This is an optimization exercise on Yosys and OpenROAD, whose aim is small area, not a production implementation.
Function was checked by simulation only, so behaviour that the tests miss may differ from the original.
Power and IR drop assume default switching activity.

**flow/flow/run.sh**
```bash
#!/bin/bash
set -euo pipefail
export BUFFER_PORTS_ARGS="-buffer_cell sky130_fd_sc_hd__buf_1"
export CTS_ARGS="-sink_clustering_enable -repair_clock_nets -dont_use_dummy_load"
export POST_FLOORPLAN_TCL="$(pwd)/flow/downsize.tcl"
bash standard.sh finish > standard_flow.log 2>&1
```
**flow/flow/downsize.tcl**
```tcl
# Swap every logic cell the synthesis sized up for its smallest drive-strength
# variant (same function and pins); the placement's repair_design sizes up
# again wherever slew, capacitance or timing needs it. Taps, fills and clock
# buffers are left alone.
set db [ord::get_db]
set block [[$db getChip] getBlock]
set dont_use [split $::env(DONT_USE_CELLS)]
set swapped 0
set saved 0
foreach inst [$block getInsts] {
  set m [$inst getMaster]
  set name [$m getName]
  if {![regexp {^(sky130_fd_sc_hd__[a-z0-9]+)_([0-9]+)$} $name -> base drv]} { continue }
  if {[regexp {tap|fill|decap|clkbuf|clkinv|clkdly|diode|conb} $base]} { continue }
  set best ""
  set bestw [$m getWidth]
  foreach d {0 1 2 4} {
    set cname ${base}_$d
    if {$cname eq $name} { continue }
    set cand [$db findMaster $cname]
    if {$cand eq "NULL" || $cand eq ""} { continue }
    set bad 0
    foreach pat $dont_use { if {$pat ne "" && [string match $pat $cname]} { set bad 1 } }
    if {$bad} { continue }
    if {[$cand getWidth] < $bestw} { set best $cand; set bestw [$cand getWidth] }
  }
  if {$best ne ""} {
    puts "downsize: [$inst getName] $name -> [$best getName]"
    incr saved [expr {[$m getWidth] - $bestw}]
    $inst swapMaster $best
    incr swapped
  }
}
puts "downsize: swapped $swapped cells, [expr {$saved / 1000.0}] um of row width saved"
```
**flow/standard.sh**
```bash
#!/bin/bash
# synth_recipe.tcl (not shown) runs the flow's synth.tcl, then flattens the netlist and writes it again
# the make line also repeats each setting of config.mk as NAME=value (left out here)
make -C /OpenROAD-flow-scripts/flow DESIGN_CONFIG=/design/flow/config.mk WORK_HOME=/design/flow/orfs CLKGATE_MAP_FILE= SYNTH_SCRIPT=/design/flow/synth_recipe.tcl "${@:-finish}"
```
**flow/config.mk**
```make
export PLATFORM = sky130hd
export DESIGN_NAME = TopModule
export DESIGN_NICKNAME = TopModule
export VERILOG_FILES = /design/flow/design.v
export SDC_FILE = /design/flow/constraint.sdc
export NUM_CORES = 4
export LEC_CHECK = 0
export CAP_MARGIN = 0
export CORE_MARGIN = 2
export CORE_UTILIZATION = 40
export SLEW_MARGIN = 0
```
**flow/constraint.sdc**
```tcl
create_clock -name core_clock -period 10.0 [get_ports {clk}]
set_input_delay 2.0000 -clock core_clock [delete_from_list [all_inputs] [get_ports {clk}]]
set_output_delay 2.0000 -clock core_clock [all_outputs]
set_load 0.01 [all_outputs]
```
**flow/design.v**
```verilog
`timescale 1ns / 1ps
module ClockDivider(
    input clk,
    input reset,
    output reg [3:0] b,
    output wire rise_2Hz,
    output wire rise_4Hz,
    output wire rise_500Hz
);
    reg [12:0] f;
    reg [13:0] h;
    reg [5:0] q;
    wire f_end = ((f ^ 13'b1000011001111) & 13'b0101111111101) == 0;
    wire h_end = ((h ^ 14'b10010001000110) & 14'b01101111111111) == 0;
    wire q_end = ((q ^ 6'b110100) & 6'b010111) == 0;
    assign rise_4Hz   = f_end & ~b[0];
    assign rise_2Hz   = h_end & ~b[0];
    assign rise_500Hz = q_end & ~b[0];
    always @(posedge clk or posedge reset) begin
        if (reset) begin
            b <= 4'd0;
            f <= 13'b0000110011110;
            h <= 14'b00100010001100;
            q <= 6'b101000;
        end else begin
            b <= b + 4'd1;
            f <= {f[11:0], ~(f[12] ^ f[0]) ^ f_end};
            h <= {h[12:0], h[13] ^ h[12] ^ h_end};
            q <= {q[4:0], q[5] ^ q[0] ^ q_end};
        end
    end
endmodule
`timescale 1ns / 1ps
module Debouncer(
    input clk,
    input reset,
    input button,
    output wire debounce
);
    reg button_sync;
    reg button_sync_prev;
    reg [12:0] c;
    wire waiting = ~|c[11:0];
    assign debounce = waiting & c[12];
    wire fb = waiting ? (button_sync & ~button_sync_prev) : (c[12] ^ c[2]);
    always @(posedge clk or posedge reset) begin
        if (reset) begin
            button_sync <= 1'b0;
            c <= 13'd0;
        end else begin
            button_sync <= button;
            c <= {c[11:0], fb};
        end
    end
    always @(posedge clk)
        button_sync_prev <= button_sync;
endmodule
`timescale 1ns / 1ps
module refresher250ms (
    input clk,
    input rst,
    input [3:0] b,
    output wire measure,
    output wire trig_done
);
    reg [9:0] r;
    wire r_end = ((r ^ 10'b0000011010) & 10'b0111110111) == 0;
    assign measure   = r_end & (&b);
    assign trig_done = (({b, r} ^ 14'b10001000101110) & 14'b00000000111100) == 0;
    always @(posedge clk or posedge rst) begin
        if (rst)
            r <= 10'b0000110100;
        else
            r <= {r[8:0], ~(r[9] ^ r[2]) ^ r_end};
    end
endmodule
module UltraSonicSensor (
    input clk,
    input rst,
    input measure,
    input trig_done,
    input echo,
    output wire trig,
    output reg exit_car
);
    localparam IDLE = 2'b00, TRIGGER = 2'b01, WAIT = 2'b11, COUNTECHO = 2'b10;
    reg [1:0] state;
    reg below;
    reg [21:0] ecount;
    wire inIDLE = (state == IDLE);
    wire inCOUNT = (state == COUNTECHO);
    assign trig = (state == TRIGGER);
    wire zero21 = ~|ecount[20:0];
    wire wrap = ecount[21] & zero21;               
    wire at695 = ((ecount ^ 22'b1111111111000000000011) & 22'b0001001001100000000001) == 0;   
    always @(posedge clk or posedge rst) begin
        if (rst) begin
            state <= IDLE;
            exit_car <= 1'b0;
            below <= 1'b1;
        end else begin
            case (state)
                IDLE:      state <= measure ? TRIGGER : IDLE;
                TRIGGER:   state <= trig_done ? WAIT : TRIGGER;
                WAIT:      state <= echo ? COUNTECHO : WAIT;
                COUNTECHO: state <= echo ? COUNTECHO : IDLE;
            endcase
            if (inIDLE)
                exit_car <= below;
            if (inCOUNT)
                below <= (below & ~at695) | wrap;
            else if (state == WAIT)
                below <= 1'b1;
        end
    end
    always @(posedge clk)
        ecount <= {ecount[20:0], inCOUNT & (ecount[21] ^ ecount[20] ^ zero21)};
endmodule
`timescale 1ns / 1ps
module ParkingFSM (
    input wire clk,
    input wire reset,
    input wire entry_sensor,
    input wire exit_sensor,
    input wire [1:0] exit_location,
    output reg door_open,
    output reg full_light,
    output reg [3:0] current_state
);
    wire [3:0] loc_bit = 4'b0001 << exit_location;
    wire full = &current_state;
    wire leave = exit_sensor & |(current_state & loc_bit);
    wire [3:0] free = ~current_state;
    wire [3:0] take = free & ~{free[2:0], 1'b0} & ~{free[1:0], 2'b0} & ~{free[0], 3'b0};
    always @(posedge clk or posedge reset) begin
        if (reset) begin
            current_state <= 4'b0000;
            door_open <= 1'b0;
            full_light <= 1'b0;
        end else begin
            if (exit_sensor)
                current_state <= current_state & ~loc_bit;
            else if (entry_sensor)
                current_state <= current_state | take;
            door_open <= leave | (entry_sensor & ~full);
            full_light <= ~leave & entry_sensor & full;
        end
    end
endmodule
module SevenSegmentDisplay (
    input clk, input reset, input tick, input [3:0] slots,
    output wire [7:0] seg_out, output wire [4:0] anode);
    reg [1:0] mux_index;
    always @(posedge clk or posedge reset)
        if (reset) mux_index <= 2'b00;
        else if (tick) mux_index <= {mux_index[0], ~mux_index[1]};
    wire n00, n01, n02, n03, n04, n05, n06, n07, n08, n09, n10, n11, n12, n13, n14, n15, n16, n17, n18, n19, n20, n21, n22, n23, n24, n25, n26, n27, n28;
    assign anode[0] = ~(mux_index[0] | mux_index[1]);
    assign n00 = ~mux_index[0];
    assign n01 = ~mux_index[1];
    assign anode[2] = ~(n00 | n01);
    assign anode[1] = ~(mux_index[1] | n00);
    assign anode[3] = ~(mux_index[0] | n01);
    assign n02 = ~(slots[1] | slots[0]);
    assign n03 = ~slots[1];
    assign n04 = ~slots[0];
    assign n05 = ~(n03 | n04);
    assign n06 = ~(n02 | n05);
    assign n07 = ~(slots[2] | slots[3]);
    assign n08 = ~slots[2];
    assign n09 = ~slots[3];
    assign n10 = ~(n08 | n09);
    assign n11 = ~(n07 | n10);
    assign n12 = n06 ^ n11;
    assign n13 = ~(n12 & anode[2]);
    assign n14 = ~((slots[2] | n03) & slots[0] & anode[0]);
    assign n15 = ~n05;
    assign n16 = ~n10;
    assign n17 = ~(n15 | n16);
    assign n18 = ~(n17 & anode[1]);
    assign n19 = ~(n13 & n14 & n18);
    assign n20 = ~n19;
    assign n21 = ~(n02 & n07);
    assign n22 = ~(n21 & anode[2]);
    assign n23 = ~((n02 | n16) & (n15 | n07));
    assign n24 = ~(n16 & anode[0] & n05);
    assign n25 = (n22 | n23) & n24;
    assign n26 = ~(n20 & n25);
    assign seg_out[5] = ~n26;
    assign seg_out[1] = ~(n17 & n01);
    assign n27 = ~(anode[2] & n02 & n07);
    assign seg_out[6] = ~(n25 & seg_out[1] & n27);
    assign n28 = ~(seg_out[1] & n27);
    assign seg_out[2] = ~((n20 | n28) & n26);
    assign seg_out[4] = ~(n28 | n19);
    assign seg_out[0] = ~((n28 | n19) & n25);
    assign anode[4] = 1'h0;
    assign { seg_out[7], seg_out[3] } = { 1'h0, seg_out[0] };
endmodule
`timescale 1ns / 1ps
module TopModule(
    input wire clk,
    input wire reset,
    input wire entry_sensor,
    input wire exit_sensor,
    input wire [1:0] exit_location,  
    output reg door_status_light,    
    output reg lot_full_light,       
    output wire [3:0] parking_state,
    output wire [7:0] seg_out,
    output wire [4:0] anode,
    input wire echo,
    output trig
);
    wire rise_2Hz, rise_4Hz, rise_500Hz;
    wire measure, trig_done;
    wire entry_pulse;
    wire exit_car;
    wire door_open, full_light;
    wire [3:0] n16;
    ClockDivider clock_divider (
        .clk(clk), .reset(reset), .b(n16),
        .rise_2Hz(rise_2Hz), .rise_4Hz(rise_4Hz), .rise_500Hz(rise_500Hz)
    );
    Debouncer entry_debouncer (
        .clk(clk), .reset(reset), .button(~entry_sensor), .debounce(entry_pulse)
    );
    refresher250ms refresher_inst (
        .clk(clk), .rst(reset), .b(n16), .measure(measure), .trig_done(trig_done)
    );
    UltraSonicSensor sensor (
        .clk(clk), .rst(reset), .measure(measure), .trig_done(trig_done),
        .echo(echo), .trig(trig), .exit_car(exit_car)
    );
    ParkingFSM parking_fsm (
        .clk(clk), .reset(reset),
        .entry_sensor(entry_pulse), .exit_sensor(exit_car), .exit_location(exit_location),
        .door_open(door_open), .full_light(full_light), .current_state(parking_state)
    );
    reg [4:0] door_step;
    wire door_end = ~|(door_step & 5'b10110);
    always @(posedge clk or posedge reset) begin
        if (reset) begin
            door_status_light <= 1'b0;
            door_step <= 5'b00000;
        end else if (door_open) begin
            door_status_light <= 1'b1;
            door_step <= 5'b00010;
        end else if (rise_4Hz && (door_status_light || !door_end)) begin
            door_status_light <= ~door_status_light;
            if (!door_status_light)
                door_step <= {door_step[3:0], ~(door_step[4] ^ door_step[0])};
        end
    end
    reg [1:0] full_step;
    always @(posedge clk or posedge reset) begin
        if (reset) begin
            lot_full_light <= 1'b0;
            full_step <= 2'b00;
        end else if (full_light) begin
            lot_full_light <= 1'b1;
            full_step <= 2'b11;
        end else if (rise_2Hz && (lot_full_light || full_step[1])) begin
            lot_full_light <= ~lot_full_light;
            if (!lot_full_light)
                full_step <= {full_step[0], 1'b0};
        end
    end
    SevenSegmentDisplay seven_segment_display (
        .clk(clk), .reset(reset), .tick(rise_500Hz), .slots(parking_state),
        .seg_out(seg_out), .anode(anode)
    );
endmodule
```
==> run summary, run 1 <==
status timing/DRC/antenna clean; CTS resizes 0; CP max stage cell dfrtp_1; CP Cell Sequence inv_1, ha_1, xnor2_1, o21ai_0, a21o_1, mux2i_1, buf_1; slowest stage delay, CP 0.43 ns; Total Routing Usage GR 12.1%; CTS buffer count 9; FF+latch count, synth 105; total gr overflow 0; via count of the first global-routing pass 2,058; Die ar. 9720 um^2; Detailed Route WL 5.08 mm; post-CTS setup buffer count 0; Lkg Pwr 0.00169 uW; Worst Hold Class register to register; drt drc 0; Hold Path Depth 0; final setup fails 0; Fin Setup TNS 0 ns; Worst-Margin Slew 0.976 ns; die width 98.6 um; CORE AREA 8680 um^2; Worst R2R Setup Slack 8.15 ns; CTS tree done; first-pass GRT wire length 9.48 mm; Routed WL per cell 12.9 um; Hold Buf Count CTS 0; initial DRC count 77; Vias/cell 4.93; Startpoint Class register; via count 1,942; final worst slack 5.90 ns; antenna-violating nets left 0; P&R area growth vs syn 8.71%; die outline height 98.6 um; Largest delay share family, worst path flip-flops; CP Buf/Inv Count 2; FF-to-FF Start clock_divider.h[2]; Final Hold Vio Count 0; Post-synth EDFFs 0; VDD IR max 0.0000976 V; Port Buffer Count 23; pre-CTS WS 6.30 ns; # rows 34; Layout Cells excl Fill 394; # placed instances 385; Post-Syn Instances 257; max frequency 244 MHz; Starting Density 41.2%; Netlist Area Pre-Place 3580 um^2; R2R cell count 4; Worst-path clk slew 0.10 ns; drt pass-1 iters 3; Placer Congestion 0.709; HPWL Detailed 3.39 mm; Bufs on Longest Clock Path 2; largest net degree at the start of global routing 83; ys async rst share 78.1%; unrepaired setup endpoints after global routing false; WS Path Type register to output port; clk latency of the worst-skew pair 0.36 ns; Hold Path Sink sensor.ecount[3]; normalized max-slew margin 34.9%; Ant. Diodes 0; Worst EP required 8.00 ns; Yosys warning count 7; root buffer cell clkbuf_8; pwr dens 182 nW/um^2; H-tree depth 3; layout cells sized above 1 11.9%; Crit Path Max Fanout 5; top_reg_cell synth dfrtp_1; nets@finish 303; clock skew 0.0315 ns; Mapped Avg Cell Area 13.9 um^2; RR Endpoint full_step[0]; Clock Sinks 105; post-synthesis sequential area ratio 70.8%; Unique masters post-synth 53; WP data arrival 2.10 ns; post-layout total power 706 uW; start point of the worst hold path sensor.ecount[2]; Pins Over Slew Limit 0; crit path time final 4.10 ns; num ports 27; max-cap violations 0; initial antenna violation count 0; Crit. End Element output port; fin crit share 41.0%
-- layer usage --
layer  global-route usage [%]  part of all wire, %  vias up
li1                         -                    -      944
met4                     3.79                 0.94        0
met1                     16.3                   48      976
met5                        0                    0        -
met2                     18.7                   48       15
met3                     4.33                  3.2        7
-- power by group --
group	total (uW)	switching, uW	internal [uW]
sequential	476	19.5	456
combinational	33.0	20.0	13.0
clock	198	117	81.0
-- cell usage in the layout (no fill, tap or decap), types with 9 or more instances in the layout --
| cell | count |
|---|---|
| buf_1 | 23 |
| clkbuf_8 | 9 |
| nand2_1 | 11 |
| inv_1 | 11 |
| dfrtp_1 | 66 |
| dfstp_2 | 16 |
| nor4_1 | 11 |
| nor2_1 | 17 |
| dfxtp_1 | 23 |
-- worst max path at each step --
stage / start / to / slack (ns) / depth (start not counted)
after floorplan: reset / clock_divider.b[0] / 5.92 / 1
after global placement: parking_fsm.current_state[0] / seg_out[2] / 6.32 / 7
after detailed placement: parking_fsm.current_state[0] / seg_out[2] / 6.30 / 7
after CTS: parking_fsm.current_state[0] / seg_out[2] / 5.87 / 7
after global routing: parking_fsm.current_state[0] / seg_out[2] / 5.69 / 7
final: parking_fsm.current_state[0] / seg_out[2] / 5.90 / 7
-- synthesized netlist by cell type, drive strengths merged, types with 2 or more instances --
library cell / count / area share, %
dfrtp: 66 / 46
dfxtp: 23 / 13
nor2: 17 / 1.8
dfstp: 16 / 12
inv: 12 / 1.3
nand2: 11 / 1.2
nor4: 11 / 2.3
ha: 8 / 2.8
o21ai: 8 / 1.1
nand3: 6 / 0.84
xnor2: 6 / 1.5
mux2i: 5 / 1.4
nand2b: 5 / 0.87
nand3b: 4 / 0.84
nor2b: 4 / 0.70
or4: 4 / 0.98
xor2: 4 / 0.98
buf: 3 / 0.63
clkbuf: 3 / 0.31
mux2: 3 / 0.94
a21o: 2 / 0.42
a31oi: 2 / 0.35
and2: 2 / 0.35
nand4b: 2 / 0.49
nor3b: 2 / 0.42
o21bai: 2 / 0.42
o22a: 2 / 0.49
o41ai: 2 / 0.49
or4b: 2 / 0.56
-- sequential cells by signal (all words and copies together) (netlist names) --
signal and count:
sensor.below 1, sensor.exit_car 1, clock_divider.q 6, full_step 2
seven_segment_display.mux_index 2, door_status_light 1, clock_divider.f 13, parking_fsm.full_light 1
parking_fsm.current_state 4, lot_full_light 1, refresher_inst.r 10, clock_divider.h 14
clock_divider.b 4, entry_debouncer.button_sync_prev 1, sensor.ecount 22, sensor.state 2
parking_fsm.door_open 1, door_step 5, entry_debouncer.button_sync 1, entry_debouncer.c 13
-- layout make-up --
type / count / area [um^2]
clock buffers: 9 / 124
fillers: 794 / 4790
inverters: 12 / 46.3
multi-input cells: 135 / 950
flip-flops and latches: 105 / 2530
well taps: 108 / 135
repair buffers: 25 / 101
-- cells by family after synthesis --
group / synth area share [%]
multiplexers: 2.97
adder cells (fa/ha/maj): 2.80
flip-flops: 70.8
XOR/XNOR: 2.45
AO/OA/AOI/OAI: 5.46
buffers and inverters: 2.20
AND/OR/NAND/NOR: 13.2
other: 0.105
-- per-stage QoR --
| step | cell area [um^2] | utilization (%) | hold WS [ns] |
|---|---|---|---|
| after global routing | 3890 | 44.8 | 0.342 |
| final | 3890 | 44.8 | 0.341 |
| after detailed placement | 3760 | 43.4 | 0.337 |
| after floorplan | 3580 | - | 0.331 |
| after global placement | 3760 | 43.4 | 0.334 |
| after CTS | 3890 | 44.8 | 0.341 |
==> run 2, diff against run 1 <==
--- a/flow/config.mk
+++ b/flow/config.mk
@@ -6,6 +6,6 @@
 export NUM_CORES = 4
 export LEC_CHECK = 0
-export CAP_MARGIN = 0
+export CAP_MARGIN = 20
 export CORE_MARGIN = 2
 export CORE_UTILIZATION = 40
-export SLEW_MARGIN = 0
+export SLEW_MARGIN = 20
==> run summary, run 2 <==
CP Cell Sequence inv_1, ha_1, xnor2_1, o21ai_0, a21o_1, mux2i_1, buf_1; Pins Over Slew Limit 0 (unchanged); CORE AREA 8680 um^2 (unchanged); commonest non-fill, non-tap cell in the layout dfrtp_1; Post-Synth Adder-Cell Area 2.80% (unchanged); most frequent cells in the layout dfrtp_1 (66), dfxtp_1 (23), buf_1 (23); cell taking the most area after synthesis dfrtp_1; HPWL Detailed 3.39 mm (unchanged); CTS tree done; # placed instances 385 (unchanged); drt pass-1 iters 4 (+1); max FFs per register 22 (unchanged); Hold Buf Count CTS 0 (unchanged); num ports 27 (unchanged); combinational power share 4.9% (+0.2 points); initial DRC count 79 (+2.6%); Total Routing Usage GR 12.1% (unchanged); slowest stage delay, CP 0.43 ns (about the same); VDD IR max 0.0000976 V (about the same); via count 1,947 (+0.26%); register share of total power 67.2% (about the same); crit path time final 4.10 ns (-0.00111 ns); nets@finish 304 (+0.33%); Placed Area 3760 um^2 (unchanged); status timing/DRC/antenna clean; ys async rst share 78.1% (unchanged); CTS buffer count 9 (unchanged); FF+latch count, synth 105 (unchanged); Crit. End Element output port; Fin Setup TNS 0 ns (unchanged); Synth Area in Simple Gates 13.2% (unchanged); die width 98.6 um (unchanged); # rows 34 (unchanged); FF-to-FF Start clock_divider.h[2]; Lkg Pwr 0.00170 uW (+0.75%); Worst EP required 8.00 ns (about the same); Hold Path Depth 0 (unchanged); Hold Path Sink sensor.ecount[3]; Placer Congestion 0.709 (unchanged); Layout Cells excl Fill 395 (+0.25%); final setup fails 0 (unchanged); P&R area growth vs syn 9.48%; Cell Int Power 551 uW (+0.21%); Clock Sinks 105 (unchanged); CP max stage cell dfrtp_1; die outline height 98.6 um (unchanged); top_reg_cell synth dfrtp_1; Starting Density 41.2% (unchanged); clock skew 0.0312 ns (-0.000291 ns); crit path from parking_fsm.current_state[0]; normalized max-slew margin 62.0% (+27 points); Post-synth EDFFs 0 (unchanged); Ant. Diodes 0 (unchanged); first-pass GRT wire length 9.48 mm (unchanged); largest net degree at the start of global routing 83 (unchanged); Yosys warning count 7 (unchanged); Top Registers sensor.ecount: 22 flops, clock_divider.h: 14 flops; antenna-violating nets left 0 (unchanged); Hold Slack 0.341 ns (+0.000333 ns); Routed WL per cell 12.9 um (+0.18%); Post-Synth XOR/XNOR Area 2.45% (unchanged); RR Endpoint full_step[0]; Worst Hold Class register to register; Netlist Area Pre-Place 3580 um^2 (unchanged); clk latency of the worst-skew pair 0.36 ns (about the same); Post-Syn Instances 257 (unchanged); mux contribution to synthesized area 2.97% (unchanged); CTS resizes 0 (unchanged); root buffer cell clkbuf_8; Unique masters post-synth 53 (unchanged); synth cell count leaders dfrtp_1 (66), dfxtp_1 (23), nor2_1 (17); Final Hold Vio Count 0 (unchanged); via count of the first global-routing pass 2,058 (unchanged); drt drc 0 (unchanged); H-tree depth 3 (unchanged); fin area 3920 um^2 (+0.71%); max frequency 244 MHz (about the same); Crit Path Max Fanout 5 (unchanged); Port Buffer Count 23 (unchanged); start point of the worst hold path sensor.ecount[2]; WP data arrival 2.10 ns (about the same); Detailed Route WL 5.11 mm (+0.43%); Worst-path clk slew 0.10 ns (about the same); post-synthesis sequential area ratio 70.8% (unchanged); reported net switching power 157 uW (+0.36%); pwr dens 181 nW/um^2 (-0.46%); switching share of total power 22.1% (+0.026 points); Synth area leaders dfrtp_1 (46%), dfxtp_1 (13%), dfstp_2 (12%), ha_1 (2.8%), nor2_1 (1.8%); fin crit share 41.0% (about the same); most frequent cell after synthesis dfrtp_1; initial antenna violation count 0 (unchanged); WS Path Type register to output port; Worst R2R Setup Slack 8.15 ns (about the same); R2R cell count 4 (unchanged); Bufs on Longest Clock Path 2 (unchanged); max-cap violations 0 (unchanged); post-CTS setup buffer count 0 (unchanged); Synth Area in Compound Gates 5.46% (unchanged); Clock power frac 28.0% (about the same); unrepaired setup endpoints after global routing false; Worst-Margin Slew 0.562 ns (-0.414 ns); Die ar. 9720 um^2 (unchanged); Mapped Avg Cell Area 13.9 um^2 (unchanged); Vias/cell 4.93 (about the same); post-synth top area share 46.2% (unchanged); total gr overflow 0 (unchanged); Reg with most FFs sensor.ecount; Startpoint Class register; layout cells sized above 1 12.2% (+0.31 points); main combinational cell family by area after synthesis simple AND/OR/NAND/NOR gates
-- run 2: routing by layer --
layer	part of all wire, %	wire [um]	track usage (%)
met5	0	0	0
met4	0.94	48	3.79
met3	3.3	169	4.33
met2	47	2390	18.7
met1	49	2500	16.3
-- run 2: worst max-delay path by stage --
stage	endpoint	slack (ns)	depth (start not counted)
2_1_floorplan	clock_divider.b[0]	5.92	1
3_3_place_gp	seg_out[2]	6.32	7
3_5_place_dp	seg_out[2]	6.30	7
4_1_cts	seg_out[2]	5.87	7
5_1_grt	seg_out[2]	5.69	7
6_report	seg_out[2]	5.90	7
-- run 2: layout make-up --
type                            count  area, um^2
Clock buffer                        9         124
Tap cell                          108         135
Inverter                           12        46.3
Multi-Input combinational cell    135         950
Fill cell                         791        4760
Sequential cell                   105        2530
Timing Repair Buffer               26         129
-- run 2: cell families (layout without fill, tap and decap cells) --
kind of cell | Yosys count | count (layout)
AOI/OAI and AO/OA | 28 | 28
xor gates and xnor gates | 10 | 10
adders and majority gates | 8 | 8
buffers and inverters | 18 | 47
DFF | 105 | 105
muxes | 9 | 9
other | 1 | 2
and+or+nand+nor | 78 | 78
-- run 2: power groups by stage --
stage | logic, uW | clock network (uW) | registers, uW
after floorplan | 26.2 | 0 | 478
after global placement | 33.7 | 0 | 484
after detailed placement | 33.9 | 0 | 484
after CTS | 34.2 | 209 | 476
after global routing | 40.9 | 225 | 481
final | 34.4 | 198 | 476
-- run 2: worst max-delay path, delay by kind of cell (launching register included) --
family	cells	cell delay, ns
flip-flops	1	0.43
AO/OA/AOI/OAI	2	0.36
adder cells (fa/ha/maj)	1	0.32
buffers and inverters	2	0.28
multiplexers	1	0.21
XOR/XNOR	1	0.13
-- run 2: metrics by stage --
stage,util [%],setup WS [ns],power (uW)
floorplan,-,5.92,504
global placement,43.4,6.32,518
detailed placement,43.4,6.30,518
CTS,44.8,5.87,719
global route,45.1,5.69,747
finish,45.1,5.90,708
==> run 3, diff against run 2 <==
--- a/flow/design.v
+++ b/flow/design.v
@@ -75,45 +75,132 @@
     end
 endmodule
-module UltraSonicSensor (
-    input clk,
-    input rst,
-    input measure,
-    input trig_done,
-    input echo,
-    output wire trig,
-    output reg exit_car
-);
-    localparam IDLE = 2'b00, TRIGGER = 2'b01, WAIT = 2'b11, COUNTECHO = 2'b10;
-    reg [1:0] state;
-    reg below;
-    reg [21:0] ecount;
-    wire inIDLE = (state == IDLE);
-    wire inCOUNT = (state == COUNTECHO);
-    assign trig = (state == TRIGGER);
-    wire zero21 = ~|ecount[20:0];
-    wire wrap = ecount[21] & zero21;               
-    wire at695 = ((ecount ^ 22'b1111111111000000000011) & 22'b0001001001100000000001) == 0;   
-    always @(posedge clk or posedge rst) begin
-        if (rst) begin
-            state <= IDLE;
-            exit_car <= 1'b0;
-            below <= 1'b1;
-        end else begin
-            case (state)
-                IDLE:      state <= measure ? TRIGGER : IDLE;
-                TRIGGER:   state <= trig_done ? WAIT : TRIGGER;
-                WAIT:      state <= echo ? COUNTECHO : WAIT;
-                COUNTECHO: state <= echo ? COUNTECHO : IDLE;
-            endcase
-            if (inIDLE)
-                exit_car <= below;
-            if (inCOUNT)
-                below <= (below & ~at695) | wrap;
-            else if (state == WAIT)
-                below <= 1'b1;
-        end
-    end
-    always @(posedge clk)
-        ecount <= {ecount[20:0], inCOUNT & (ecount[21] ^ ecount[20] ^ zero21)};
+`timescale 1ns / 1ps
+module UltraSonicSensor(clk, rst, measure, trig_done, echo, trig, exit_car);
+  input clk;
+  wire clk;
+  input rst;
+  wire rst;
+  input measure;
+  wire measure;
+  input trig_done;
+  wire trig_done;
+  input echo;
+  wire echo;
+  output trig;
+  wire trig;
+  output exit_car;
+  reg exit_car;
+  wire _00_;
+  wire [21:0] _01_;
+  wire _02_;
+  wire _03_;
+  wire _04_;
+  wire _05_;
+  wire _06_;
+  wire _07_;
+  wire _08_;
+  wire _09_;
+  wire _10_;
+  wire _11_;
+  wire _12_;
+  wire _13_;
+  wire _14_;
+  wire _15_;
+  wire _16_;
+  wire _17_;
+  wire _18_;
+  wire _19_;
+  wire _20_;
+  wire _21_;
+  wire _22_;
+  wire _23_;
+  wire [1:0] _24_;
+  reg below;
+  reg [21:0] ecount;
+  reg [1:0] state;
+  always @(posedge clk, posedge rst)
+    if (rst) exit_car <= 1'h0;
+    else if (!_03_) exit_car <= below;
+  always @(posedge clk, posedge rst)
+    if (rst) below <= 1'h1;
+    else if (_02_) below <= _00_;
+  always @(posedge clk)
+    ecount[0] <= _01_[0];
+  always @(posedge clk)
+    ecount[1] <= ecount[0];
+  always @(posedge clk)
+    ecount[2] <= ecount[1];
+  always @(posedge clk)
+    ecount[3] <= ecount[2];
+  always @(posedge clk)
+    ecount[4] <= ecount[3];
+  always @(posedge clk)
+    ecount[5] <= ecount[4];
+  always @(posedge clk)
+    ecount[6] <= ecount[5];
+  always @(posedge clk)
+    ecount[7] <= ecount[6];
+  always @(posedge clk)
+    ecount[8] <= ecount[7];
+  always @(posedge clk)
+    ecount[9] <= ecount[8];
+  always @(posedge clk)
+    ecount[10] <= ecount[9];
+  always @(posedge clk)
+    ecount[11] <= ecount[10];
+  always @(posedge clk)
+    ecount[12] <= ecount[11];
+  always @(posedge clk)
+    ecount[13] <= ecount[12];
+  always @(posedge clk)
+    ecount[14] <= ecount[13];
+  always @(posedge clk)
+    ecount[15] <= ecount[14];
+  always @(posedge clk)
+    ecount[16] <= ecount[15];
+  always @(posedge clk)
+    ecount[17] <= ecount[16];
+  always @(posedge clk)
+    ecount[18] <= ecount[17];
+  always @(posedge clk)
+    ecount[19] <= ecount[18];
+  always @(posedge clk)
+    ecount[20] <= ecount[19];
+  always @(posedge clk)
+    ecount[21] <= ecount[20];
+  always @(posedge clk, posedge rst)
+    if (rst) state[0] <= 1'h0;
+    else state[0] <= _24_[0];
+  always @(posedge clk, posedge rst)
+    if (rst) state[1] <= 1'h0;
+    else state[1] <= _24_[1];
+    assign _04_ = (~(state[1]));
+    assign _05_ = (~(state[0]));
+    assign _03_ = (~(_04_)) | (~(_05_));
+    assign trig = (~(state[1])&~(_05_));
+    assign _06_ = (~(state[1])) | (~(echo));
+    assign _07_ = (~(state[0])&~(measure)) | (~(_06_));
+    assign _08_ = (~(state[0])&~(_04_));
+    assign _24_[0] = (~(_07_)&~(_08_));
+    assign _09_ = (~(state[1])&~(trig_done)) | (~(state[0]));
+    assign _24_[1] = (~(_09_)) | (~(_06_));
+    assign _02_ = ((state[1]));
+    assign _10_ = ((ecount[21])&~(ecount[20])) | (~(ecount[21])&(ecount[20]));
+    assign _11_ = ((ecount[4])) | ((ecount[9])) | ((ecount[10])) | ((ecount[11]));
+    assign _12_ = (~(ecount[15])&~(ecount[14])&~(ecount[19])&~(_11_));
+    assign _13_ = (~(ecount[7])&~(ecount[6])&~(ecount[8])&~(ecount[13]));
+    assign _14_ = (~(ecount[12])&~(ecount[17])&~(ecount[16])&~(ecount[18]));
+    assign _15_ = ((_13_)&(_14_));
+    assign _16_ = ((ecount[0])) | ((ecount[3])) | ((ecount[2])) | ((ecount[5]));
+    assign _17_ = (~(ecount[20])&~(ecount[1])&~(_16_));
+    assign _18_ = (~(_12_)) | (~(_15_)) | (~(_17_));
+    assign _19_ = ((_10_)&~(_18_)) | (~(_10_)&(_18_));
+    assign _01_[0] = (~(_04_)&~(state[0])&~(_19_));
+    assign _20_ = (~(_12_)) | (~(ecount[21])) | (~(_17_)) | (~(_15_));
+    assign _21_ = (~(ecount[0]));
+    assign _22_ = (~(ecount[12])) | (~(ecount[15])) | (~(ecount[18]));
+    assign _23_ = (~(ecount[11])&~(_21_)&~(_22_)) | (~(below));
+    assign _00_ = (~(_20_)) | (~(_08_)) | (~(_23_));
+    assign _01_[21:1] = ecount[20:0];
 endmodule
 `timescale 1ns / 1ps
--- a/flow/config.mk
+++ b/flow/config.mk
@@ -6,6 +6,7 @@
 export NUM_CORES = 4
 export LEC_CHECK = 0
-export CAP_MARGIN = 20
+export CAP_MARGIN = 0
 export CORE_MARGIN = 2
 export CORE_UTILIZATION = 40
-export SLEW_MARGIN = 20
+export PLACE_DENSITY = 0.8
+export SLEW_MARGIN = 0
==> run summary, run 3 <==
initial antenna violation count 0 (unchanged); pwr dens 179 nW/um^2 (-0.75%); Synth area leaders dfrtp_1 (47%), dfxtp_1 (13%), dfstp_2 (12%), ha_1 (2.5%), nor4_1 (1.8%); Reg with most FFs sensor.ecount; Lkg Pwr 0.00164 uW (-3.2%); final core occ 44.6% (-0.52 points); initial DRC count 90 (+14%); Placed Area 3730 um^2 (-0.96%); Worst-path clk slew 0.10 ns (about the same); fin crit share 41.1% (+0.17 points); drt drc 0 (unchanged); Routed WL per cell 13.4 um (+3.4%); VDD IR max 0.000121 V (+24%); status timing/DRC/antenna clean; CTS tree done; crit path time final 4.11 ns (+0.0173 ns); Worst EP required 8.00 ns (about the same); Startpoint Class register; Hold Buf Count CTS 0 (unchanged); Bufs on Longest Clock Path 2 (unchanged); # rows 34 (unchanged); P&R area growth vs syn 8.91%; clock skew 0.0311 ns (-0.0000685 ns); Crit. End Element output port; cell taking the most area after synthesis dfrtp_1; FF+latch count, synth 105 (unchanged); CTS resizes 0 (unchanged); most frequent cells in the layout dfrtp_1 (66), dfxtp_1 (23), buf_1 (23); antenna-violating nets left 0 (unchanged); nets@finish 298 (-2.0%); commonest non-fill, non-tap cell in the layout dfrtp_1; num ports 27 (unchanged); unrepaired setup endpoints after global routing false; normalized max-slew margin 35.7% (-26 points); Total Routing Usage GR 12.3% (+0.16 points); Port Buffer Count 23 (unchanged); Die ar. 9610 um^2 (-1.1%); Netlist Area Pre-Place 3540 um^2 (-1.1%); top_reg_cell synth dfrtp_1; Clock Sinks 105 (unchanged); total gr overflow 0 (unchanged); Crit Path Max Fanout 5 (unchanged); post-synthesis sequential area ratio 71.6% (+0.80 points); slowest stage delay, CP 0.44 ns (about the same); drt pass-1 iters 4 (unchanged); max-cap violations 0 (unchanged); ys async rst share 78.1% (unchanged); first-pass GRT wire length 9.48 mm (unchanged); Post-Syn Instances 252 (-1.9%); Mapped Avg Cell Area 14.0 um^2 (+0.84%); CP max stage cell dfrtp_1; CTS buffer count 9 (unchanged); Vias/cell 5.01 (+1.5%); H-tree depth 3 (unchanged); WS Path Type register to output port; Yosys warning count 7 (unchanged); Hold Path Depth 0 (unchanged); clk latency of the worst-skew pair 0.36 ns (about the same); Detailed Route WL 5.21 mm (+2.1%); Worst R2R Setup Slack 8.09 ns (-0.06 ns); root buffer cell clkbuf_8; fin area 3850 um^2 (-1.6%); Unique masters post-synth 46 (-13%); CORE AREA 8640 um^2 (-0.49%); Starting Density 41.0% (-0.26 points); CP Buf/Inv Count 2 (unchanged); final setup fails 0 (unchanged); largest net degree at the start of global routing 83 (unchanged); most frequent cell after synthesis dfrtp_1; post-CTS setup buffer count 0 (unchanged); die width 98.0 um (-0.54%); Pins Over Slew Limit 0 (unchanged); Critical Path Stages 7 (unchanged); layout cells sized above 1 12.1% (-0.14 points); WP data arrival 2.11 ns (about the same); Worst-Margin Slew 0.964 ns (+0.402 ns); Worst Hold Class register to register; Top Registers sensor.ecount: 22 flops, clock_divider.h: 14 flops; die outline height 98.0 um (-0.54%); Fin Setup TNS 0 ns (unchanged); via count of the first global-routing pass 1,993 (-3.2%); Ant. Diodes 0 (unchanged); R2R cell count 5 (+1); synth cell count leaders dfrtp_1 (66), dfxtp_1 (23), dfstp_2 (16); max frequency 243 MHz (-0.42%); Placer Congestion 0.852 (+20%); Post-synth EDFFs 0 (unchanged); post-synth top area share 46.7% (+0.52 points); via count 1,952 (+0.26%); CP Cell Sequence inv_1, ha_1, xnor2_1, a21oi_1, o2bb2ai_1, mux2i_1, buf_1; HPWL Detailed 3.51 mm (+3.7%); Largest delay share family, worst path flip-flops; Final Hold Vio Count 0 (unchanged); max FFs per register 22 (unchanged); Fill cells 799 (+1.0%)
## run 3: changes by cell type after synthesis, moves of 3 or more
cell | previous run | this run
a21oi_1 | 1 | 6
nor3_1 | 1 | 5
nand2b_1 | 5 | 8
nand3b_1 | 4 | 1
nor2_1 | 17 | 14
## run 3: metal layers
metal / vias to the layer above / wire length (um) / GRT usage, %
met5: - / 0 / 0
met4: 0 / 72 / 4.81
met3: 6 / 214 / 4.08
met2: 32 / 2540 / 19.1
met1: 986 / 2390 / 16.1
li1: 928 / - / -
## run 3: where the power goes
group / internal, uW / switching [uW] / total (uW)
Combinational: 8.56 / 14.3 / 22.8
Sequential: 452 / 19.8 / 472
Clock: 81.0 / 116 / 197
## run 3: through the flow
step	hold WS [ns]	setup WS, ns	power (uW)	instances
finish	0.345	5.89	691	390
global route	0.362	5.76	724	390
CTS	0.353	5.85	702	390
detailed placement	0.339	6.25	503	381
global placement	0.333	6.28	499	381
floorplan	0.331	5.92	490	253
## run 3: logic make-up after synthesis
kind of cell,Yosys count,synth area share [%]
AND/OR/NAND/NOR,76,13.1
other,1,0.106
AO/OA/AOI/OAI,27,4.99
buffers and inverters,16,2.02
XOR/XNOR,11,2.72
flip-flops,105,71.6
multiplexers,9,3.01
adder cells (fa/ha/maj),7,2.48
## run 3: path summary, 6_finish.rpt
check                                  endpoint                    startpoint
min reg2reg                   sensor.ecount[14]             sensor.ecount[13]
max                                  seg_out[2]  parking_fsm.current_state[0]
max reg2reg                        door_step[3]            clock_divider.b[0]
max in group asynchronous    clock_divider.b[1]                         reset
min in group asynchronous  entry_debouncer.c[3]                         reset
min                           sensor.ecount[14]             sensor.ecount[13]
## run 3: area by class of cell
class	count	area (um^2)	share of cell area, %
clock buffer	9	124	3.22
inverter	11	41.3	1.07
multi-input combinational	132	918	23.8
sequential	105	2530	65.7
tap	108	135	3.51
timing repair buffer	25	101	2.63
==> run 4, diff against run 3 <==
--- a/flow/config.mk
+++ b/flow/config.mk
@@ -9,4 +9,3 @@
 export CORE_MARGIN = 2
 export CORE_UTILIZATION = 40
-export PLACE_DENSITY = 0.8
 export SLEW_MARGIN = 0
==> run summary, run 4 <==
status timing/DRC/antenna clean; Clock Sinks 105 (unchanged); drt pass-1 iters 7 (+3); die outline height 98.0 um (unchanged); commonest non-fill, non-tap cell in the layout dfrtp_1; Crit Path Max Fanout 5 (unchanged); start point of the worst hold path sensor.ecount[3]; die width 98.0 um (unchanged); normalized max-slew margin 34.7% (-1.0 points); P&R area growth vs syn 8.95% (about the same); Crit. End Element output port; Layout Cells excl Fill 390 (unchanged); cell taking the most area after synthesis dfrtp_1; layout cells sized above 1 12.1% (unchanged); root buffer cell clkbuf_8; Die ar. 9610 um^2 (unchanged); Top Registers sensor.ecount: 22 flops, clock_divider.h: 14 flops; H-tree depth 3 (unchanged); most frequent cell after synthesis dfrtp_1; clk latency of the worst-skew pair 0.35 ns (about the same); initial DRC count 24 (-73%); Ant. Diodes 0 (unchanged); Netlist Area Pre-Place 3540 um^2 (unchanged); Synth Area in Compound Gates 4.99% (unchanged); FF+latch count, synth 105 (unchanged); Detailed Route WL 5.06 mm (-3.0%); Worst-path clk slew 0.10 ns (about the same); post-CTS setup buffer count 0 (unchanged); Startpoint Class register; unrepaired setup endpoints after global routing false; clock skew 0.0340 ns (+0.00290 ns); Hold Path Depth 0 (unchanged); synth cell count leaders dfrtp_1 (66), dfxtp_1 (23), dfstp_2 (16); crit path time final 4.07 ns (-0.0484 ns); M2 GR Usage 16.3% (-2.8 points); Pins Over Slew Limit 0 (unchanged); Port Buffer Count 23 (unchanged); Top Usage Layer GRT met1; Fill cells 803 (+0.50%); ys async rst share 78.1% (unchanged); via count 1,886 (-3.4%); nets@finish 298 (unchanged); CORE AREA 8640 um^2 (unchanged); first-pass GRT wire length 8.76 mm (-7.6%); post-synth top area share 46.7% (unchanged); via count of the first global-routing pass 1,858 (-6.8%); Hold Path Sink sensor.ecount[4]; Final Hold Vio Count 0 (unchanged); max frequency 246 MHz (+1.2%); M3 GR Usage 4.08% (unchanged); post-synthesis sequential area ratio 71.6% (unchanged); largest net degree at the start of global routing 83 (unchanged); fin crit share 40.7% (-0.48 points); drt drc 0 (unchanged); antenna-violating nets left 0 (unchanged); CTS resizes 0 (unchanged); R2R cell count 4 (-1); CTS tree done; Starting Density 41.0% (unchanged); register area 2530 um^2 (unchanged); final setup fails 0 (unchanged); max FFs per register 22 (unchanged); Hold Buf Count CTS 0 (unchanged); Yosys warning count 7 (unchanged); Mapped Avg Cell Area 14.0 um^2 (unchanged); # placed instances 381 (unchanged); met1 usage in global routing 16.5% (+0.37 points); Synth Area in Simple Gates 13.1% (unchanged); HPWL Detailed 3.39 mm (-3.5%); mux contribution to synthesized area 3.01% (unchanged); area of the multi-input gates 918 um^2 (unchanged); Placer Congestion 0.752 (-12%); WS Path Type register to output port; # rows 34 (unchanged); Post-Syn Instances 252 (unchanged); initial antenna violation count 0 (unchanged); Bufs on Longest Clock Path 2 (unchanged); Post-Synth Adder-Cell Area 2.48% (unchanged); CTS buffer count 9 (unchanged); Worst Hold Class register to register; pwr dens 179 nW/um^2 (-0.48%); Reg with most FFs sensor.ecount; Worst EP required 8.00 ns (about the same); final core occ 44.6% (about the same); Synth area leaders dfrtp_1 (47%), dfxtp_1 (13%), dfstp_2 (12%), ha_1 (2.5%), nor4_1 (1.8%); Total Routing Usage GR 11.3% (-1.0 points); FF-to-FF Start clock_divider.h[2]; Worst-Margin Slew 0.979 ns (+0.0150 ns); Post-Synth XOR/XNOR Area 2.72% (unchanged); top_reg_cell synth dfrtp_1; WP data arrival 2.07 ns (-0.04 ns); Lkg Pwr 0.00164 uW (about the same); max-cap violations 0 (unchanged); VDD IR max 0.0000915 V (-24%); Routed WL per cell 13.0 um (-3.0%); Unique masters post-synth 46 (unchanged); num ports 27 (unchanged); total gr overflow 0 (unchanged); most frequent cells in the layout dfrtp_1 (66), dfxtp_1 (23), buf_1 (23); main combinational cell family by area after synthesis simple AND/OR/NAND/NOR gates; Vias/cell 4.84 (-3.4%); RR Endpoint full_step[0]; Worst R2R Setup Slack 8.08 ns (about the same); Fin Setup TNS 0 ns (unchanged); Post-synth EDFFs 0 (unchanged)
[run 4: cell counts after synthesis]
No cell type changed its count.
[run 4: report_power, final]
| part | total (uW) | switching (uW) | leakage [uW] | internal [uW] |
|---|---|---|---|---|
| sequential | 470 | 18.2 | 0.00118 | 452 |
| combinational | 22.6 | 14.1 | 0.000403 | 8.55 |
| clock | 195 | 114 | 0.0000647 | 81.0 |
| total | 688 | 147 | 0.00164 | 541 |
[run 4: cells by family after synthesis]
group / count (synthesis)
and+or+nand+nor: 76
other: 1
adders and majority gates: 7
AOI/OAI and AO/OA: 27
xor gates and xnor gates: 11
muxes: 9
DFF: 105
buffers and inverters: 16
[run 4: metrics by stage]
stage / cell area (um^2) / hold slack (ns) / setup WS, ns / total power [uW]
finish: 3850 / 0.335 / 5.93 / 688
CTS: 3850 / 0.335 / 5.88 / 701
global placement: 3730 / 0.334 / 6.30 / 500
floorplan: 3540 / 0.331 / 5.92 / 490
detailed placement: 3730 / 0.341 / 6.28 / 501
global route: 3850 / 0.346 / 5.72 / 721
[run 4: area by class of cell]
type,count,share of cell area [%]
clock buffer,9,3.21
inverter,11,1.10
multi-input combinational,132,23.8
sequential,105,65.7
tap,108,3.51
timing repair buffer,25,2.63
[run 4: routing by layer]
| metal | routed length (um) | vias up | share of wire [%] |
|---|---|---|---|
| met3 | 173 | 2 | 3.4 |
| met2 | 2320 | 26 | 46 |
| met1 | 2560 | 929 | 51 |
| met4 | 4 | 0 | 0.079 |
| li1 | - | 929 | - |
| met5 | 0 | - | 0 |
[run 4: worst max path at each step]
stage / to / cells after the start / start
after floorplan: clock_divider.b[0] / 1 / reset
after global placement: seg_out[2] / 7 / parking_fsm.current_state[0]
after detailed placement: seg_out[2] / 7 / parking_fsm.current_state[0]
after CTS: seg_out[2] / 7 / parking_fsm.current_state[0]
after global routing: seg_out[2] / 7 / parking_fsm.current_state[2]
final: seg_out[2] / 7 / parking_fsm.current_state[0]
[run 4: critical path, cell delays in order (launching register included)]
cell and delay (ns):
dfrtp_1 0.42, inv_1 0.12, ha_1 0.32, xnor2_1 0.13
a21oi_1 0.14, o2bb2ai_1 0.21, mux2i_1 0.22, buf_1 0.17
==> run 5, diff against run 4 <==
==> flow/flow/run.sh (replaced) <==
#!/bin/bash
set -euo pipefail
export BUFFER_PORTS_ARGS="-buffer_cell sky130_fd_sc_hd__buf_1"
export CTS_ARGS="-sink_clustering_enable -repair_clock_nets -dont_use_dummy_load -buf_list sky130_fd_sc_hd__clkbuf_8 -sink_buffer_max_cap_derate 2.0"
export POST_FLOORPLAN_TCL="$(pwd)/flow/downsize.tcl"
bash standard.sh finish > standard_flow.log 2>&1
==> run summary, run 5 <==
status stopped before the end; Stopped at 4_1_cts; Err [ERROR CTS-0109] sink_buffer_max_cap_derate needs to be between 0 and 1.0.; Mapped Avg Cell Area 14.0 um^2 (unchanged); post-synthesis sequential area ratio 71.6% (unchanged); FF+latch count, synth 105 (unchanged); Synth area leaders dfrtp_1 (47%), dfxtp_1 (13%), dfstp_2 (12%), ha_1 (2.5%), nor4_1 (1.8%); Starting Density 41.0% (unchanged); cell taking the most area after synthesis dfrtp_1; # placed instances 381 (unchanged); ys async rst share 78.1% (unchanged); top_reg_cell synth dfrtp_1; synth cell count leaders dfrtp_1 (66), dfxtp_1 (23), dfstp_2 (16); post-synth top area share 46.7% (unchanged); Post-synth EDFFs 0 (unchanged); Port Buffer Count 23 (unchanged); Unique masters post-synth 46 (unchanged); num ports 27 (unchanged); most frequent cell after synthesis dfrtp_1; Yosys warning count 7 (unchanged); Netlist Area Pre-Place 3540 um^2 (unchanged); die outline height 98.0 um (unchanged); Post-Syn Instances 252 (unchanged); # rows 34 (unchanged); Placer Congestion 0.752 (unchanged); HPWL Detailed 3.39 mm (unchanged); die width 98.0 um (unchanged)
run 5: cell counts after synthesis:
Identical to the previous run, type by type.
run 5: cells by family after synthesis:
kind of cell | Yosys count | share of synthesized area [%]
muxes | 9 | 3.01
and+or+nand+nor | 76 | 13.1
DFF | 105 | 71.6
adders and majority gates | 7 | 2.48
other | 1 | 0.106
xor gates and xnor gates | 11 | 2.72
AOI/OAI and AO/OA | 27 | 4.99
buffers and inverters | 16 | 2.02
run 5: stage by stage:
stage | util, % | cell area, um^2 | power [uW] | worst slack (ns)
after detailed placement | 43.2 | 3730 | 501 | 6.28
after floorplan | - | 3540 | 490 | 5.92
after global placement | 43.2 | 3730 | 500 | 6.30
run 5: worst max path at each step:
stage,endpoint,slack [ns]
after global placement,seg_out[2],6.30
after detailed placement,seg_out[2],6.28
after floorplan,clock_divider.b[0],5.92
run 5: power groups by stage:
stage	logic [uW]	registers [uW]	clock network, uW
floorplan	18.1	472	0
global placement	23.1	477	0
detailed placement	23.0	478	0
==> run 6, diff against run 5 <==
==> flow/flow/run.sh (replaced) <==
#!/bin/bash
set -euo pipefail
export BUFFER_PORTS_ARGS="-buffer_cell sky130_fd_sc_hd__buf_1"
export CTS_ARGS="-sink_clustering_enable -repair_clock_nets -dont_use_dummy_load -buf_list sky130_fd_sc_hd__clkbuf_8 -sink_buffer_max_cap_derate 1.0"
export POST_FLOORPLAN_TCL="$(pwd)/flow/downsize.tcl"
bash standard.sh finish > standard_flow.log 2>&1
==> run summary, run 6 <==
die outline height 98.0 um (unchanged); Crit Path Max Fanout 5; register area 2530 um^2; final worst slack 5.93 ns; Pins Over Slew Limit 0; post-synthesis sequential area ratio 71.6% (unchanged); CORE AREA 8640 um^2; combinational power share 3.3%; Port Buffer Count 23 (unchanged); Clock power frac 28.4%; fin area 3850 um^2; synth cell count leaders dfrtp_1 (66), dfxtp_1 (23), dfstp_2 (16); final core occ 44.6%; FF+latch count, synth 105 (unchanged); Fin Setup TNS 0 ns; post-synth top area share 46.7% (unchanged); VDD IR max 0.0000915 V; Synth area leaders dfrtp_1 (47%), dfxtp_1 (13%), dfstp_2 (12%), ha_1 (2.5%), nor4_1 (1.8%); CTS resizes 0; Top Usage Layer GRT met1; root buffer cell clkbuf_8; Detailed Route WL 5.06 mm; Worst EP required 8.00 ns; HPWL Detailed 3.39 mm (unchanged); max frequency 246 MHz; Ant. Diodes 0; Netlist Area Pre-Place 3540 um^2 (unchanged); final setup fails 0; die width 98.0 um (unchanged); met1 usage in global routing 16.5%; crit path time final 4.07 ns; switching share of total power 21.3%; H-tree depth 3; initial antenna violation count 0; Vias/cell 4.84; area of the multi-input gates 918 um^2; Reg with most FFs sensor.ecount; Routed WL per cell 13.0 um; Post-synth EDFFs 0 (unchanged); drt drc 0; reported net switching power 147 uW; max-cap violations 0; WP data arrival 2.07 ns; Crit. End Element output port; Top Registers sensor.ecount: 22 flops, clock_divider.h: 14 flops; Hold Buf Count CTS 0; cell taking the most area after synthesis dfrtp_1; Worst-path clk slew 0.10 ns; Post-Syn Instances 252 (unchanged); # rows 34 (unchanged); # placed instances 381 (unchanged); fin crit share 40.7%; Total Routing Usage GR 11.3%; ys async rst share 78.1% (unchanged); Unique masters post-synth 46 (unchanged); Worst Hold Class register to register; Layout Cells excl Fill 390; Die ar. 9610 um^2; nets@finish 298; Cell Int Power 541 uW; num ports 27 (unchanged); post-CTS setup buffer count 0; status timing/DRC/antenna clean; most frequent cell after synthesis dfrtp_1; largest net degree at the start of global routing 83; unrepaired setup endpoints after global routing false; register share of total power 68.3%; most frequent cells in the layout dfrtp_1 (66), dfxtp_1 (23), buf_1 (23); total gr overflow 0; antenna-violating nets left 0; Worst-Margin Slew 0.979 ns; commonest non-fill, non-tap cell in the layout dfrtp_1; initial DRC count 24; Clock Sinks 105; Mapped Avg Cell Area 14.0 um^2 (unchanged); Placer Congestion 0.752 (unchanged); M3 GR Usage 4.08%; via count 1,886; Bufs on Longest Clock Path 2; Placed Area 3730 um^2 (unchanged); pre-CTS WS 6.28 ns (unchanged); CTS tree done; Yosys warning count 7 (unchanged); top_reg_cell synth dfrtp_1; drt pass-1 iters 7; layout cells sized above 1 12.1%; P&R area growth vs syn 8.95%; clock skew 0.0340 ns; via count of the first global-routing pass 1,858; M2 GR Usage 16.3%; CTS buffer count 9; normalized max-slew margin 34.7%; pwr dens 179 nW/um^2; WS Path Type register to output port; first-pass GRT wire length 8.76 mm; Final Hold Vio Count 0; Fill cells 803; Lkg Pwr 0.00164 uW; max FFs per register 22; clk latency of the worst-skew pair 0.35 ns; Startpoint Class register; Starting Density 41.0% (unchanged)
run 6: cell counts after synthesis:
No cell type changed its count.
run 6: critical path, cell delays in order, from the launching register on:
cell,delay (ns)
dfrtp_1,0.42
inv_1,0.12
ha_1,0.32
xnor2_1,0.13
a21oi_1,0.14
o2bb2ai_1,0.21
mux2i_1,0.22
buf_1,0.17
run 6: metrics by stage:
| step | total power (uW) | hold slack [ns] |
|---|---|---|
| 6_report | 688 | 0.335 |
| 5_1_grt | 721 | 0.346 |
| 4_1_cts | 701 | 0.335 |
| 3_5_place_dp | 501 | 0.341 |
| 3_3_place_gp | 500 | 0.334 |
| 2_1_floorplan | 490 | 0.331 |
run 6: path summary, 6_finish.rpt:
check / start / endpoint / slack (ns) / cells after the start
setup / recovery: parking_fsm.current_state[0] / seg_out[2] / 5.93 / 7
min in group asynchronous: reset / clock_divider.h[6] / 1.93 / 3
setup reg to reg: clock_divider.h[2] / full_step[0] / 8.08 / 4
max in group asynchronous: reset / parking_fsm.door_open / 7.42 / 3
hold / removal: sensor.ecount[3] / sensor.ecount[4] / 0.33 / 0
hold reg to reg: sensor.ecount[3] / sensor.ecount[4] / 0.33 / 0
run 6: metal layers:
metal	routed length (um)	share of wire [%]
met1	2560	51
met2	2320	46
met3	173	3.4
met4	4	0.079
met5	0	0
run 6: cell type report:
type | instances | area share, %
Clock buffer | 9 | 3.21
Inverter | 11 | 1.10
Multi-Input combinational cell | 132 | 23.8
Sequential cell | 105 | 65.7
Tap cell | 108 | 3.51
Timing Repair Buffer | 25 | 2.63
run 6: cells by family after synthesis:
group / Yosys count / synth area share, %
other cells: 1 / 0.106
xor+xnor: 11 / 2.72
simple gates: 76 / 13.1
mux: 9 / 3.01
fa+ha+maj: 7 / 2.48
flops: 105 / 71.6
buf+inv: 16 / 2.02
compound gates: 27 / 4.99
run 6: power groups by stage:
stage,Combinational (uW),Sequential (uW),Clock [uW]
final,22.6,470,195
after global routing,26.3,474,221
after CTS,23.2,470,208
after detailed placement,23.0,478,0
after global placement,23.1,477,0
after floorplan,18.1,472,0
==> run 7, diff against run 6 <==
==> flow/flow/run.sh (replaced) <==
#!/bin/bash
set -euo pipefail
export BUFFER_PORTS_ARGS="-buffer_cell sky130_fd_sc_hd__buf_1"
export CTS_ARGS="-sink_clustering_enable -repair_clock_nets -dont_use_dummy_load"
export POST_FLOORPLAN_TCL="$(pwd)/flow/downsize.tcl"
bash standard.sh finish > standard_flow.log 2>&1
--- a/flow/flow/downsize.tcl
+++ b/flow/flow/downsize.tcl
@@ -33,2 +33,35 @@
 }
 puts "downsize: swapped $swapped cells, [expr {$saved / 1000.0}] um of row width saved"
+
+# A half adder whose SUM output drives nothing computes only COUT = A & B:
+# replace it with an and2 (and one whose COUT drives nothing with an xor2).
+proc my_net_unused {net} {
+  if {$net eq "NULL" || $net eq ""} { return 1 }
+  return [expr {[llength [$net getITerms]] <= 1 && [llength [$net getBTerms]] == 0}]
+}
+set and2 [$db findMaster sky130_fd_sc_hd__and2_1]
+set xor2 [$db findMaster sky130_fd_sc_hd__xor2_1]
+set nha 0
+foreach inst [$block getInsts] {
+  if {[[$inst getMaster] getName] ne "sky130_fd_sc_hd__ha_1"} { continue }
+  set a [[$inst findITerm A] getNet]
+  set b [[$inst findITerm B] getNet]
+  set s [[$inst findITerm SUM] getNet]
+  set c [[$inst findITerm COUT] getNet]
+  if {[my_net_unused $s]} {
+    set out $c; set m $and2
+  } elseif {[my_net_unused $c]} {
+    set out $s; set m $xor2
+  } else { continue }
+  set name [$inst getName]
+  foreach t [$inst getITerms] { if {[$t getNet] ne "NULL"} { $t disconnect } }
+  foreach n [list $s $c] { if {$n ne "NULL" && $n ne "" && $n ne $out && [llength [$n getITerms]] == 0 && [llength [$n getBTerms]] == 0} { odb::dbNet_destroy $n } }
+  odb::dbInst_destroy $inst
+  set new [odb::dbInst_create $block $m $name]
+  [$new findITerm A] connect $a
+  [$new findITerm B] connect $b
+  [$new findITerm X] connect $out
+  puts "downsize: half adder $name -> [$m getName]"
+  incr nha
+}
+puts "downsize: replaced $nha half adders"
==> run summary, run 7 <==
Clock Sinks 105 (unchanged); most frequent cell after synthesis dfrtp_1; CTS tree done; Post-Syn Instances 252 (unchanged); unrepaired setup endpoints after global routing false; ys async rst share 78.1% (unchanged); cell taking the most area after synthesis dfrtp_1; die width 98.0 um (unchanged); # rows 34 (unchanged); CP max stage cell dfrtp_1; final setup fails 0 (unchanged); HPWL Detailed 3.44 mm (+1.6%); Crit Path Max Fanout 5 (unchanged); Worst-Margin Slew 0.991 ns (+0.0115 ns); Bufs on Longest Clock Path 2 (unchanged); FF+latch count, synth 105 (unchanged); Yosys warning count 7 (unchanged); Startpoint Class register; Synth area leaders dfrtp_1 (47%), dfxtp_1 (13%), dfstp_2 (12%), ha_1 (2.5%), nor4_1 (1.8%); CORE AREA 8640 um^2 (unchanged); WP data arrival 2.08 ns (about the same); Routed WL per cell 13.2 um (+2.1%); initial DRC count 64 (+170%); Unique masters post-synth 46 (unchanged); pwr dens 180 nW/um^2 (+0.79%); Mapped Avg Cell Area 14.0 um^2 (unchanged); via count of the first global-routing pass 1,876 (+0.97%); Lkg Pwr 0.00162 uW (-1.6%); max FFs per register 22 (unchanged); largest net degree at the start of global routing 83 (unchanged); VDD IR max 0.0000909 V (-0.63%); P&R area growth vs syn 8.24%; clk latency of the worst-skew pair 0.36 ns (about the same); Detailed Route WL 5.16 mm (+2.1%); clock skew 0.0370 ns (+0.00299 ns); Die ar. 9610 um^2 (unchanged); Fill cells 802 (-0.12%); CTS resizes 0 (unchanged); num ports 27 (unchanged); Vias/cell 4.88 (+0.95%); antenna-violating nets left 0 (unchanged); commonest non-fill, non-tap cell in the layout dfrtp_1; Placer Congestion 0.801 (+6.5%); Port Buffer Count 23 (unchanged); root buffer cell clkbuf_8; Worst Hold Class register to register; drt drc 0 (unchanged); status timing/DRC/antenna clean; Top Registers sensor.ecount: 22 flops, clock_divider.h: 14 flops; WS Path Type register to output port; max-cap violations 0 (unchanged); Crit. End Element output port; most frequent cells in the layout dfrtp_1 (66), dfxtp_1 (23), buf_1 (23); post-layout total power 689 uW (+0.13%); Hold Slack 0.351 ns (+0.0165 ns); Hold Buf Count CTS 0 (unchanged); die outline height 98.0 um (unchanged); synth cell count leaders dfrtp_1 (66), dfxtp_1 (23), dfstp_2 (16); Reg with most FFs sensor.ecount; via count 1,904 (+0.95%); slowest stage delay, CP 0.42 ns (about the same); CP Buf/Inv Count 2 (unchanged); drt pass-1 iters 4 (-3); total gr overflow 0 (unchanged); post-synthesis sequential area ratio 71.6% (unchanged); Pins Over Slew Limit 0 (unchanged); Ant. Diodes 0 (unchanged); nets@finish 294 (-1.3%); Worst EP required 8.00 ns (about the same); post-CTS setup buffer count 0 (unchanged); Final Hold Vio Count 0 (unchanged); first-pass GRT wire length 8.87 mm (+1.2%); Fin Setup TNS 0 ns (unchanged); Largest delay share family, worst path flip-flops; CP Cell Sequence inv_1, ha_1, xnor2_1, a21oi_1, o2bb2ai_1, mux2i_1, buf_1; H-tree depth 3 (unchanged); Total Routing Usage GR 11.6% (+0.28 points); Starting Density 41.0% (unchanged); Post-synth EDFFs 0 (unchanged); max frequency 245 MHz (-0.25%); normalized max-slew margin 33.9% (-0.77 points); CTS buffer count 9 (unchanged); post-synth top area share 46.7% (unchanged); Netlist Area Pre-Place 3540 um^2 (unchanged); fin crit share 40.8% (+0.10 points); layout cells sized above 1 12.1% (unchanged); initial antenna violation count 0 (unchanged); crit path time final 4.08 ns (+0.0102 ns); Worst-path clk slew 0.08 ns (-0.02 ns); top_reg_cell synth dfrtp_1
[run 7: cell counts after synthesis]
No cell type changed its count.
[run 7: report_power, final]
| part | internal (uW) | switching [uW] |
|---|---|---|
| combinational | 8.63 | 14.2 |
| clock | 81.0 | 115 |
| sequential | 452 | 18.0 |
[run 7: routing by layer]
metal	GRT usage [%]	up-vias	part of all wire (%)
li1	-	927	-
met1	15.8	956	50
met2	17.3	15	45
met3	4.15	6	3.1
met4	3.85	0	1.2
met5	0	-	0
[run 7: cells by family after synthesis]
family                   synth area share (%)
other                                   0.106
multiplexers                             3.01
AND/OR/NAND/NOR                          13.1
XOR/XNOR                                 2.72
flip-flops                               71.6
adder cells (fa/ha/maj)                  2.48
buffers and inverters                    2.02
AO/OA/AOI/OAI                            4.99
[run 7: area by class of cell]
class                   instances  area [um^2]  share of cell area, %
well taps                     108          135                   3.53
multi-input cells             132          893                   23.3
flip-flops and latches        105         2530                   66.1
repair buffers                 25          101                   2.65
inverters                      11         42.5                   1.11
clock buffers                   9          124                   3.24
[run 7: stage by stage]
stage | util (%) | setup WS, ns | instances | cell area [um^2]
6_report | 44.3 | 5.92 | 390 | 3830
2_1_floorplan | - | 5.92 | 253 | 3540
3_5_place_dp | 42.9 | 6.28 | 381 | 3700
3_3_place_gp | 42.9 | 6.32 | 381 | 3700
4_1_cts | 44.3 | 5.89 | 390 | 3830
5_1_grt | 44.3 | 5.72 | 390 | 3830
[run 7: path summary, 6_finish.rpt]
kind                                                   start             endpoint  slack, ns  cells past startpoint
worst max register to register            clock_divider.h[2]         full_step[0]       8.15                      4
min in group asynchronous                              reset   clock_divider.h[6]       1.94                      3
worst min register to register            clock_divider.h[2]   clock_divider.h[3]       0.35                      0
worst min-delay path                      clock_divider.h[2]   clock_divider.h[3]       0.35                      0
worst max-delay path            parking_fsm.current_state[1]           seg_out[2]       5.92                      7
max in group asynchronous                              reset  refresher_inst.r[0]       7.41                      3
==> run 8, diff against run 7 <==
--- a/flow/flow/run.sh
+++ b/flow/flow/run.sh
@@ -4,3 +4,4 @@
 export CTS_ARGS="-sink_clustering_enable -repair_clock_nets -dont_use_dummy_load"
 export POST_FLOORPLAN_TCL="$(pwd)/flow/downsize.tcl"
+export RECOVER_POWER=100
 bash standard.sh finish > standard_flow.log 2>&1
==> run summary, run 8 <==
status failed layout checks; Layout Check Fails max-capacitance violations, max-slew violations; CTS resizes 0 (unchanged); Startpoint Class primary input; most frequent cells in the layout dfrtp_1 (66), dfxtp_1 (23), buf_1 (23); Crit. End Element asynchronous set/reset pin; post-layout total power 688 uW (-0.10%); CP max stage cell clkbuf_1; Clock Sinks 105 (unchanged); Post-synth EDFFs 0 (unchanged); Yosys warning count 7 (unchanged); Top Usage Layer GRT met2; post-synthesis sequential area ratio 71.6% (unchanged); RR Endpoint door_step[0]; Detailed Route WL 5.13 mm (-0.66%); post-CTS setup buffer count 0 (unchanged); root buffer cell clkbuf_8; largest net degree at the start of global routing 83 (unchanged); FF-to-FF Start clock_divider.b[0]; Top Registers sensor.ecount: 22 flops, clock_divider.h: 14 flops; Bufs on Longest Clock Path 2 (unchanged); WP data arrival 5.05 ns (+2.97 ns); synth cell count leaders dfrtp_1 (66), dfxtp_1 (23), dfstp_2 (16); Mapped Avg Cell Area 14.0 um^2 (unchanged); first-pass GRT wire length 8.87 mm (unchanged); Pins Over Slew Limit 83 (+83); Total Routing Usage GR 11.6% (unchanged); Largest delay share family, worst path buffers and inverters; fin crit share 55.8% (+15 points); Hold Path Depth 0 (unchanged); pwr dens 180 nW/um^2 (about the same); Synth area leaders dfrtp_1 (47%), dfxtp_1 (13%), dfstp_2 (12%), ha_1 (2.5%), nor4_1 (1.8%); Placer Congestion 0.801 (unchanged); Worst-path clk slew 0.10 ns (+0.02 ns); Ant. Diodes 0 (unchanged); unrepaired setup endpoints after global routing false; Worst-Margin Slew 4.11 ns (+3.12 ns); nets@finish 294 (unchanged); via count 1,898 (-0.32%); Worst Hold Class register to register; cell taking the most area after synthesis dfrtp_1; Starting Density 41.0% (unchanged); Post-Syn Instances 252 (unchanged); drt pass-1 iters 3 (-1); die width 98.0 um (unchanged); Netlist Area Pre-Place 3540 um^2 (unchanged); fin area 3820 um^2 (-0.20%); slowest stage delay, CP 2.86 ns (+2.44 ns); crit path time final 5.58 ns (+1.50 ns); max-cap violations 1 (+1); CORE AREA 8640 um^2 (unchanged); total gr overflow 0 (unchanged); Worst EP required 9.47 ns (+1.47 ns); antenna-violating nets left 0 (unchanged); final worst slack 4.42 ns (-1.50 ns); CP Buf/Inv Count 3 (+1); ys async rst share 78.1% (unchanged); M3 GR Usage 4.15% (unchanged); CTS tree done; initial DRC count 80 (+25%); crit path from reset; most frequent cell after synthesis dfrtp_1; Lkg Pwr 0.00160 uW (-1.1%); Die ar. 9610 um^2 (unchanged); FF+latch count, synth 105 (unchanged); pre-CTS WS 6.28 ns (unchanged); drt drc 0 (unchanged); H-tree depth 3 (unchanged); max FFs per register 22 (unchanged); via count of the first global-routing pass 1,876 (unchanged); Reg with most FFs sensor.ecount
-- run 8: cell counts after synthesis --
Identical to the previous run, type by type.
-- run 8: power breakdown --
group | switching, uW | internal [uW] | leakage (uW)
Combinational | 14.1 | 8.43 | 0.000363
Sequential | 17.9 | 452 | 0.00117
Clock | 115 | 81.0 | 0.0000647
-- run 8: kinds of logic after synthesis --
| group | count (synthesis) | share of synthesized area, % |
|---|---|---|
| flip-flops | 105 | 71.6 |
| AND/OR/NAND/NOR | 76 | 13.1 |
| AO/OA/AOI/OAI | 27 | 4.99 |
| buffers and inverters | 16 | 2.02 |
| XOR/XNOR | 11 | 2.72 |
| multiplexers | 9 | 3.01 |
| adder cells (fa/ha/maj) | 7 | 2.48 |
| other | 1 | 0.106 |
-- run 8: area by class of cell --
type	instances	area (um^2)
repair buffers	25	93.8
inverters	11	42.5
flip-flops and latches	105	2530
well taps	108	135
clock buffers	9	124
multi-input cells	132	893
fillers	800	4810
-- run 8: per-layer routing --
metal	share of wire (%)	wire [um]	vias to the layer above
met5	0	0	-
met4	1.2	63	0
met3	3.1	159	6
met2	46	2370	15
met1	49	2540	949
li1	-	-	928
-- run 8: how the worst max path moves through the flow --
stage | to | slack (ns) | cells after the start
after CTS | seg_out[2] | 5.89 | 7
after global routing | entry_debouncer.c[5] | 3.37 | 3
after floorplan | clock_divider.b[0] | 5.92 | 1
after detailed placement | seg_out[2] | 6.28 | 7
after global placement | seg_out[2] | 6.32 | 7
final | entry_debouncer.c[4] | 4.42 | 3
-- run 8: metrics by stage --
| stage | utilization, % | hold slack, ns | cells |
|---|---|---|---|
| 4_1_cts | 44.3 | 0.351 | 390 |
| 3_3_place_gp | 42.9 | 0.335 | 381 |
| 6_report | 44.2 | 0.351 | 390 |
| 2_1_floorplan | - | 0.331 | 253 |
| 5_1_grt | 44.2 | 0.352 | 390 |
| 3_5_place_dp | 42.9 | 0.338 | 381 |

Re-timed with assumed drivers on the ports (clkbuf_16 on the clock, buf_2 on other inputs), run 8 has 4.434 ns of setup slack against 4.423 ns with ideal ports, and 4.065 ns once port delays also move by the mid clock arrival of 0.369 ns.
